This design comes from an exercise in tuning for small area on the open sky130 flow, not from production work. Where RTL was checked, it was by simulation tests only, not by an equivalence proof against the original.

## Cordic
module Cordic(input clk, input signed [15:0] Xin, input signed [15:0] Yin, input [15:0] angle,
              output reg signed [15:0] Xout, output reg signed [15:0] Yout);
   wire [13:0] z1 = {~angle[13], angle[12:0]};      
   wire [13:0] z2n;                                  
   cordic_zstep #(14, 16'h12e4, 2) zs1 (.z(z1), .neg(z1[13]), .zn(z2n));
   reg [15:0] x0, y0;
   reg [1:0]  q0;
   reg        d1;
   reg [13:0] z2;
   always @(posedge clk) begin
      x0 <= Xin; y0 <= Yin; q0 <= angle[15:14]; d1 <= z1[13]; z2 <= z2n;
   end
   wire [15:0] low1;                                 
   assign low1[0] = 1'b0;
   genvar k;
   generate for (k = 1; k < 16; k = k + 1) begin : gl
      assign low1[k] = low1[k-1] | y0[k-1];
   end endgenerate
   wire mx  = q0[1] ^ q0[0];     
   wire my  = ~q0[1];            
   wire mxy = q0[1];             
   wire myy = q0[1] ^ q0[0];     
   wire [15:0] x1n, y1n;
   wire [15:0] addx1_a = y0 ^ ({16{my}} & low1);
   wire [15:0] addx1_b = x0;
   wire addx1_s = mx;
   assign x1n[0] = addx1_a[0] ^ addx1_b[0];
   cordic_rca #(15) addx1 (.a(addx1_a[15:1]), .b(addx1_b[15:1] ^ {15{addx1_s}}),
                     .ci(addx1_s ? (addx1_a[0] | ~addx1_b[0]) : (addx1_a[0] & addx1_b[0])), .s(x1n[15:1]));
   wire [15:0] addy1_a = y0 ^ ({16{myy}} & low1);
   wire [15:0] addy1_b = x0;
   wire addy1_s = mxy;
   assign y1n[0] = addy1_a[0] ^ addy1_b[0];
   cordic_rca #(15) addy1 (.a(addy1_a[15:1]), .b(addy1_b[15:1] ^ {15{addy1_s}}),
                     .ci(addy1_s ? (addy1_a[0] | ~addy1_b[0]) : (addy1_a[0] & addy1_b[0])), .s(y1n[15:1]));
   wire [12:0] z3n;                                  
   cordic_zstep #(13, 16'h09fb, 0) zs2 (.z(z2[12:0]), .neg(z2[13]), .zn(z3n));
   reg [15:0] x1, y1;
   reg [2:1]  d1r;
   reg [12:0] z3;
  ...
==> module cordic_xor, before the edit <==
module cordic_xor(input a, input b, output y);
   assign y = a ^ b;
endmodule
==> module cordic_rca, before the edit <==
module cordic_rca #(parameter N = 16) (input [N-1:0] a, input [N-1:0] b, input ci, output [N-1:0] s);
   wire [N:0] c;
   wire t;
   assign c[0] = ci;
   genvar k;
   generate for (k = 0; k < N - 1; k = k + 1) begin : gb
      cordic_fa u (.a(a[k]), .b(b[k]), .c(c[k]), .s(s[k]), .co(c[k+1]));
   end endgenerate
   cordic_xor xt (.a(a[N-1]), .b(b[N-1]), .y(t));
   cordic_xor xs (.a(t), .b(c[N-1]), .y(s[N-1]));
endmodule
Settings: LEC_CHECK=0, CAP_MARGIN=5, CORE_MARGIN=2, CORE_UTILIZATION=70, PLACE_DENSITY=0.75, SLEW_MARGIN=5, SYNTH_HIERARCHICAL=1; clock period 7.0 ns.
standard.sh (not shown) runs the stock make flow with config.mk's settings and CLKGATE_MAP_FILE= SYNTH_SCRIPT=/design/flow/synth_recipe.tcl, a recipe that flattens the netlist after the stock synthesis.
==> flow/flow/run.sh <==
#!/bin/bash
# The standard layout (standard synthesis included), except that the port
# buffers use the smallest buffer cell and clock tree synthesis adds no dummy
# loads. ORFS keeps each step's log under orfs/logs/; the make output goes to
# standard.log.
set -euo pipefail
export BUFFER_PORTS_ARGS="-buffer_cell sky130_fd_sc_hd__buf_1"
export CTS_ARGS="-sink_clustering_enable -repair_clock_nets -dont_use_dummy_load -buf_list sky130_fd_sc_hd__clkbuf_8 -sink_clustering_size 18 -sink_clustering_max_diameter 80"
bash standard.sh > standard.log 2>&1
Change:
--- a/flow/design.v
+++ b/flow/design.v
@@ -4,23 +4,17 @@
 endmodule
 module cordic_ha(input a, input b, output s, output co);
    assign s = a ^ b;
    assign co = a & b;
 endmodule
-module cordic_xor(input a, input b, output y);
-   assign y = a ^ b;
-endmodule
 module cordic_rca #(parameter N = 16) (input [N-1:0] a, input [N-1:0] b, input ci, output [N-1:0] s);
    wire [N:0] c;
-   wire t;
    assign c[0] = ci;
    genvar k;
-   generate for (k = 0; k < N - 1; k = k + 1) begin : gb
+   generate for (k = 0; k < N; k = k + 1) begin : gb
       cordic_fa u (.a(a[k]), .b(b[k]), .c(c[k]), .s(s[k]), .co(c[k+1]));
    end endgenerate
-   cordic_xor xt (.a(a[N-1]), .b(b[N-1]), .y(t));
-   cordic_xor xs (.a(t), .b(c[N-1]), .y(s[N-1]));
 endmodule
 module cordic_zstep #(parameter N = 14, parameter [15:0] A = 16'h0, parameter L = 0)
                      (input [N-1:0] z, input neg, output [N-1:0] zn);
    localparam [15:0] NA = ~A + 16'd1;
    wire [N:0] c;
The new run completed with no timing, DRC or antenna violations; cell area climbs by about 0.54%; synthesized area stays flat; worst setup slack is worse by 0.067 ns; wire length stays flat; synthesized cell count drops by about 1.2%; cell count drops by about 0.9%; non-clock buffer count drops by 1; hold slack is worse by 0.0048 ns; first-iteration DRC count drops by about 18%; global-route usage drops by 0.22 points; fmax drops by 0.98%.
Only the layout flow was run in the second run of this note; the RTL was not checked for function there.

## old
Another version of the RTL of Cordic (not shown whole).
Size in the first run: roughly 1400 cells after synthesis, about 390 flip-flops, about 81 I/O pins.
==> flow/design.v (excerpt) <==
module Cordic(input clk, input signed [15:0] Xin, input signed [15:0] Yin, input [15:0] angle,
              output reg signed [15:0] Xout, output reg signed [15:0] Yout);
   wire [13:0] z1 = {~angle[13], angle[12:0]};      
   wire [13:0] z2n;                                  
   cordic_zstep #(14, 16'h12e4, 2) zs1 (.z(z1), .neg(z1[13]), .zn(z2n));
   reg [15:0] x0, y0;
   reg [1:0]  q0;
   reg        d1;
   reg [13:0] z2;
   always @(posedge clk) begin
      x0 <= Xin; y0 <= Yin; q0 <= angle[15:14]; d1 <= z1[13]; z2 <= z2n;
   end
   wire [15:0] low1;                                 
   assign low1[0] = 1'b0;
   genvar k;
   generate for (k = 1; k < 16; k = k + 1) begin : gl
      assign low1[k] = low1[k-1] | y0[k-1];
   end endgenerate
   wire mx  = q0[1] ^ q0[0];     
   wire my  = ~q0[1];            
   wire mxy = q0[1];             
   wire myy = q0[1] ^ q0[0];     
   wire [15:0] x1n, y1n;
   wire [15:0] addx1_a = y0 ^ ({16{my}} & low1);
   wire [15:0] addx1_b = x0;
   wire addx1_s = mx;
   assign x1n[0] = addx1_a[0] ^ addx1_b[0];
   cordic_rca #(15) addx1 (.a(addx1_a[15:1]), .b(addx1_b[15:1] ^ {15{addx1_s}}),
                     .ci(addx1_s ? (addx1_a[0] | ~addx1_b[0]) : (addx1_a[0] & addx1_b[0])), .s(x1n[15:1]));
   wire [15:0] addy1_a = y0 ^ ({16{myy}} & low1);
   wire [15:0] addy1_b = x0;
   wire addy1_s = mxy;
   assign y1n[0] = addy1_a[0] ^ addy1_b[0];
   cordic_rca #(15) addy1 (.a(addy1_a[15:1]), .b(addy1_b[15:1] ^ {15{addy1_s}}),
                     .ci(addy1_s ? (addy1_a[0] | ~addy1_b[0]) : (addy1_a[0] & addy1_b[0])), .s(y1n[15:1]));
   wire [12:0] z3n;                                  
   cordic_zstep #(13, 16'h09fb, 0) zs2 (.z(z2[12:0]), .neg(z2[13]), .zn(z3n));
   reg [15:0] x1, y1;
   reg [2:1]  d1r;
   reg [12:0] z3;
   always @(posedge clk) begin
      x1 <= x1n; y1 <= y1n; d1r <= {z2[13], d1}; z3 <= z3n;
   end
   wire [15:0] x2n, y2n;
   wire [15:0] ax1_a = x1;
   wire [15:0] ax1_b = {{1{y1[15]}}, y1[15:1]};
   wire ax1_s = ~d1r[1];
   assign x2n[0] = ax1_a[0] ^ ax1_b[0];
  ...
==> module cordic_zstep, before the edit <==
module cordic_zstep #(parameter N = 14, parameter [15:0] A = 16'h0, parameter L = 0)
                     (input [N-1:0] z, input neg, output [N-1:0] zn);
   localparam [15:0] NA = ~A + 16'd1;
   wire [N:0] c;
   genvar k;
   generate
      if (L > 0) begin : lo
         assign zn[L-1:0] = z[L-1:0];
      end
      assign zn[L] = ~z[L];
      assign c[L+1] = z[L];
      for (k = L + 1; k < N; k = k + 1) begin : gb
         if (k == N - 1) begin : top
            assign zn[k] = z[k] ^ c[k] ^ (A[k] == NA[k] ? A[k] : (A[k] ? neg : ~neg));
         end else if (A[k] == 1'b0 && NA[k] == 1'b0) begin : h0
            cordic_ha u (.a(z[k]), .b(c[k]), .s(zn[k]), .co(c[k+1]));
         end else if (A[k] == 1'b1 && NA[k] == 1'b1) begin : h1
            cordic_fa u (.a(z[k]), .b(1'b1), .c(c[k]), .s(zn[k]), .co(c[k+1]));
         end else if (A[k] == 1'b1) begin : fp
            cordic_fa u (.a(z[k]), .b(neg), .c(c[k]), .s(zn[k]), .co(c[k+1]));
         end else begin : fn
            cordic_fa u (.a(z[k]), .b(~neg), .c(c[k]), .s(zn[k]), .co(c[k+1]));
         end
      end
   endgenerate
endmodule
export LEC_CHECK = 0
export CAP_MARGIN = 5
export CORE_MARGIN = 2
export CORE_UTILIZATION = 70
export PLACE_DENSITY = 0.75
export SLEW_MARGIN = 5
export SYNTH_HIERARCHICAL = 1
create_clock -name core_clock -period 7.0 [get_ports {clk}]
Scripts as last shown in full above: flow/flow/run.sh
Changes in new relative to old:
diff --git a/flow/design.v b/flow/design.v
--- a/flow/design.v
+++ b/flow/design.v
@@ -40,5 +40,7 @@
       for (k = L + 1; k < N; k = k + 1) begin : gb
          if (k == N - 1) begin : top
-            assign zn[k] = z[k] ^ c[k] ^ (A[k] == NA[k] ? A[k] : (A[k] ? neg : ~neg));
+            wire t;
+            cordic_xor xt (.a(z[k]), .b(A[k] ? neg : ~neg), .y(t));
+            cordic_xor xs (.a(t), .b(c[k]), .y(zn[k]));
          end else if (A[k] == 1'b0 && NA[k] == 1'b0) begin : h0
             cordic_ha u (.a(z[k]), .b(c[k]), .s(zn[k]), .co(c[k+1]));
==> comparison <==
- From old to new the numbers moved as follows: number of sinks handled by clock tree synthesis barely changed, global-route wire length before repair climbed about 1.6%.
- Going from old to new, maximum clock frequency saw little to no change; share of cell area taken by muxes after synthesis saw little to no change; largest fanout on the critical path saw a decrease.
- A beginning of the critical path of q0[1] is what old shows, while x4[4] belongs to new.
- The sequential share of layout area was comparable across old and new.
- new against old: number of cells on the critical path decreased by 2 relative to the old numbers; routed wire length went up by about 1.4%; setup slack shows an increase of 0.013 ns.

-- what the ideal ports hide --
Ports are ideal in the flow. The routed layouts listed here were re-timed in OpenROAD.
Step 1, drivers: a clkbuf_16 drives clk and a buf_2 each remaining input, both assumed.
Step 2 adds t to the input delays and takes it off the output delays; t is the mean of the earliest and latest rising clock arrival at the registers after step 1. Input paths then give back, and output paths get back, about the clock's delay inside the block.
Slacks: no drivers / after step 1 / after step 2; pairs: no drivers / after step 1.
run	t, ns	slack for setup (ns)	worst setup path at the end	worst data-port slew with drivers (ns)	cell pins on the clock port's net
the first run of note 1	0.607	0.243 / 0.243 / 0.243	register to register	0.03	1
the second run of note 1	0.603	0.176 / 0.176 / 0.176	register to register	0.03	1
old	0.601	0.309 / 0.309 / 0.309	register to register	0.03	1
new	0.609	0.322 / 0.322 / 0.322	register to register	0.03	1
After both steps every run listed still meets setup and hold.
